Context: an optimization exercise on an open-source flow, tuned for small area and a short achievable clock period. The choices shown serve that exercise and are no tape-out recipe.
The RTL was checked by simulation tests, not by an equivalence proof against the original design.
No driver is modelled on the clock port, so clock power and skew are understated where the tree is cut down; a real chip needs a root buffer or a tree.
Power and IR drop assume default switching activity.

==> job 749 <==
// fifo_regs_no_flags
module fifo_regs_no_flags #(
    parameter g_WIDTH = 8,   
    parameter g_DEPTH = 32   
)(
    input wire i_rst_sync,                 
    input wire i_clk,                      
    input wire i_wr_en,                    
    input wire [g_WIDTH-1:0] i_wr_data,    
    output wire o_full,                    
    input wire i_rd_en,                    
    output wire [g_WIDTH-1:0] o_rd_data,   
    output wire o_empty                    
);
    localparam NLO = 8;
    localparam NHI = g_DEPTH / NLO;
    reg [g_WIDTH-1:0] r_SR [0:g_DEPTH-2];
    reg [g_WIDTH-1:0] r_WD;
    reg r_WQ;
    reg [g_WIDTH-1:0] r_HEAD;
    reg [NLO-1:0] r_LO;
    reg [NHI-1:0] r_HI;
    reg r_EMPTY;     
    reg r_FULL;      
    reg r_LE1;       
    wire w_WR = i_wr_en && !r_FULL;
    wire w_RD = i_rd_en && !r_EMPTY;
    wire w_UP = w_WR && !w_RD;
    wire w_DN = w_RD && !w_WR;
    wire w_Q0  = r_LO[0] && r_HI[0];
    wire w_Q1  = r_LO[1] && r_HI[0];
  ...
export LEC_CHECK = 0
export ABC_CLOCK_PERIOD_IN_PS = 1800
export CAP_MARGIN = 20
export CORE_MARGIN = 2
export CORE_UTILIZATION = 40
export CTS_BUF_LIST = sky130_fd_sc_hd__clkbuf_8 sky130_fd_sc_hd__clkbuf_16
export CTS_CLUSTER_DIAMETER = 100
export CTS_CLUSTER_SIZE = 24
export SETUP_SLACK_MARGIN = 2.0
export SLEW_MARGIN = 20
create_clock -name core_clock -period 3.6 [get_ports {i_clk}]
standard.sh (not shown) runs the stock make flow with config.mk's settings and CLKGATE_MAP_FILE= SYNTH_SCRIPT=/design/flow/synth_recipe.tcl, a recipe that flattens the netlist after the stock synthesis.
==> flow/flow/run.sh <==
#!/bin/bash
# The standard layout (standard.sh) with two changes:
#  - buffer_ports puts buf_2 cells on the ports, not the slow clock-delay
#    buffer it picks by default;
#  - after clock tree synthesis, clock_roots.tcl replaces the buffers above
#    the leaf clock buffers by four buffers driven by the clock port.
# Every tool's full output is in orfs/logs/; the whole run is also in run.log.
set -euo pipefail
export BUFFER_PORTS_ARGS="-buffer_cell sky130_fd_sc_hd__buf_2"
export CTS_ARGS="-sink_clustering_enable -repair_clock_nets -sink_clustering_size 16 -sink_clustering_max_diameter 60 -buf_list {sky130_fd_sc_hd__clkbuf_8 sky130_fd_sc_hd__clkbuf_16} -dont_use_dummy_load"
export POST_CTS_TCL="$PWD/flow/clock_roots.tcl"
bash standard.sh finish > run.log 2>&1
==> flow/flow/clock_roots.tcl <==
# Run after clock tree synthesis (POST_CTS_TCL).
# TritonCTS leaves a tree: clock port -> root buffer -> middle buffers ->
# leaf buffers -> registers. This keeps the leaf buffers and their registers
# as they are and replaces the buffers above them with NROOT clkbuf_16
# buffers driven by the clock port, each driving the leaf buffers of one
# sector of the die around the leaves' centre. Every register's clock then
# passes through two buffers.
set nroot 4
set bufcell sky130_fd_sc_hd__clkbuf_16
set block [ord::get_db_block]
set port_net [[$block findBTerm i_clk] getNet]
proc is_clkbuf {inst} { string match "sky130_fd_sc_hd__clkbuf_*" [[$inst getMaster] getName] }
proc loads_of {net} {
  set r {}
  foreach it [$net getITerms] { if {![$it isOutputSignal]} { lappend r $it } }
  return $r
}
# walk the buffer tree from the port
set upper {}
set leaves {}
set frontier [list $port_net]
while {[llength $frontier]} {
  set next {}
  foreach net $frontier {
    foreach it [loads_of $net] {
      set inst [$it getInst]
      if {![is_clkbuf $inst]} { continue }
      set out [[$inst findITerm X] getNet]
      set bufs_only 1
      foreach l [loads_of $out] { if {![is_clkbuf [$l getInst]]} { set bufs_only 0 } }
      if {$bufs_only} { lappend upper $inst; lappend next $out } else { lappend leaves $inst }
    }
  }
  set frontier $next
}
puts "clock_roots: [llength $upper] upper buffers, [llength $leaves] leaf buffers"
if {[llength $leaves] < $nroot} { return }
# remove the upper buffers and their nets
foreach inst $upper {
  set out [[$inst findITerm X] getNet]
  foreach it [$inst getITerms] { $it disconnect }
  odb::dbInst_destroy $inst
  if {[llength [$out getITerms]] == 0} { odb::dbNet_destroy $out }
}
# sectors around the leaves' centre
set sx 0.0; set sy 0.0
foreach inst $leaves { lassign [$inst getLocation] x y; set sx [expr {$sx + $x}]; set sy [expr {$sy + $y}] }
set n [llength $leaves]
set cx [expr {$sx / $n}]; set cy [expr {$sy / $n}]
set keyed {}
foreach inst $leaves {
  lassign [$inst getLocation] x y
  lappend keyed [list [expr {atan2($y - $cy, $x - $cx)}] $inst]
}
set keyed [lsort -real -index 0 $keyed]
set master [[ord::get_db] findMaster $bufcell]
for {set g 0} {$g < $nroot} {incr g} {
  set lo [expr {($g * $n) / $nroot}]
  set hi [expr {(($g + 1) * $n) / $nroot}]
  set group [lrange $keyed $lo [expr {$hi - 1}]]
  set gx 0.0; set gy 0.0
  foreach e $group { lassign [[lindex $e 1] getLocation] x y; set gx [expr {$gx + $x}]; set gy [expr {$gy + $y}] }
  set k [llength $group]
  set inst [odb::dbInst_create $block $master "clkbuf_root_${g}_i_clk"]
  set net [odb::dbNet_create $block "clknet_root_${g}_i_clk"]
  $net setSigType CLOCK
  $inst setLocation [expr {int($gx / $k)}] [expr {int($gy / $k)}]
  $inst setPlacementStatus PLACED
  [$inst findITerm A] connect $port_net
  [$inst findITerm X] connect $net
  foreach e $group { [[lindex $e 1] findITerm A] disconnect; [[lindex $e 1] findITerm A] connect $net }
}
global_connect
detailed_placement
check_placement -verbose
estimate_parasitics -placement
report_clock_latency
==> job 850: changes against job 749 <==
--- a/flow/flow/run.sh
+++ b/flow/flow/run.sh
@@ -7,6 +7,6 @@
 # Every tool's full output is in orfs/logs/; the whole run is also in run.log.
 set -euo pipefail
 export BUFFER_PORTS_ARGS="-buffer_cell sky130_fd_sc_hd__buf_2"
-export CTS_ARGS="-sink_clustering_enable -repair_clock_nets -sink_clustering_size 16 -sink_clustering_max_diameter 60 -buf_list {sky130_fd_sc_hd__clkbuf_8 sky130_fd_sc_hd__clkbuf_16} -dont_use_dummy_load"
+export CTS_ARGS="-sink_clustering_enable -repair_clock_nets -sink_clustering_size 24 -sink_clustering_max_diameter 100 -buf_list {sky130_fd_sc_hd__clkbuf_8 sky130_fd_sc_hd__clkbuf_16} -dont_use_dummy_load"
 export POST_CTS_TCL="$PWD/flow/clock_roots.tcl"
 bash standard.sh finish > run.log 2>&1
--- a/flow/flow/clock_roots.tcl
+++ b/flow/flow/clock_roots.tcl
@@ -1,12 +1,12 @@
 # Run after clock tree synthesis (POST_CTS_TCL).
 # TritonCTS leaves a tree: clock port -> root buffer -> middle buffers ->
 # leaf buffers -> registers. This keeps the leaf buffers and their registers
-# as they are and replaces the buffers above them with NROOT clkbuf_16
+# as they are and replaces the buffers above them with NROOT clkbuf_8
 # buffers driven by the clock port, each driving the leaf buffers of one
 # sector of the die around the leaves' centre. Every register's clock then
 # passes through two buffers.
 set nroot 4
-set bufcell sky130_fd_sc_hd__clkbuf_16
+set bufcell sky130_fd_sc_hd__clkbuf_8
 set block [ord::get_db_block]
 set port_net [[$block findBTerm i_clk] getNet]
 proc is_clkbuf {inst} { string match "sky130_fd_sc_hd__clkbuf_*" [[$inst getMaster] getName] }
- CORE_UTILIZATION: 40 -> 55
==> summary.txt <==
In job 850 the via count is lower than in job 749, by 4.5%. Between job 749 and job 850, the lower hold slack is in job 850 (gap 0.0058 ns). Against job 749, the clock power of job 850 is smaller by 24%. Against job 850, the register-to-register slack of job 749 is higher by 0.02 ns. Utilization: job 850 is higher than job 749 (16 points). Of job 850 and job 749, job 749 has the higher fmax (gap about 2%, measured against job 749). Of job 850 and job 749, job 749 has the higher worst setup slack (gap 0.031 ns). Total power: job 749 is higher than job 850 (about 9%). First-iteration DRC count: job 850 is lower than job 749 (about 16%).

## re-timing with driven ports
No port has a modelled driver above. Below, the same layouts with a new extraction and two added sets of constraints.
Step 1 sets driving cells, clkbuf_16 on the clock port and buf_2 on the other inputs (assumed; they add their load-dependent delay and slew).
Step 2 moves the port delays by t, midway between the first and last clock arrival at a register: inputs arrive t later, outputs are due t later. That takes back most of the time a late clock gives input paths.
a / b / c = ideal / step 1 / step 2; a / b = the first two.
run	shift t [ns]	setup slack, ns	worst hold slack (ns)	worst setup path after step 2
job 749	0.397	1.989 / 1.893 / 1.721	0.442 / 0.442 / 0.442	input to register
job 850	0.397	1.958 / 1.875 / 1.763	0.436 / 0.436 / 0.436	input to register
After both steps setup and hold are still met in every run listed. The setup slack of job 749, which loses most, moves by -0.096 ns with the drivers and by -0.268 ns with both steps.
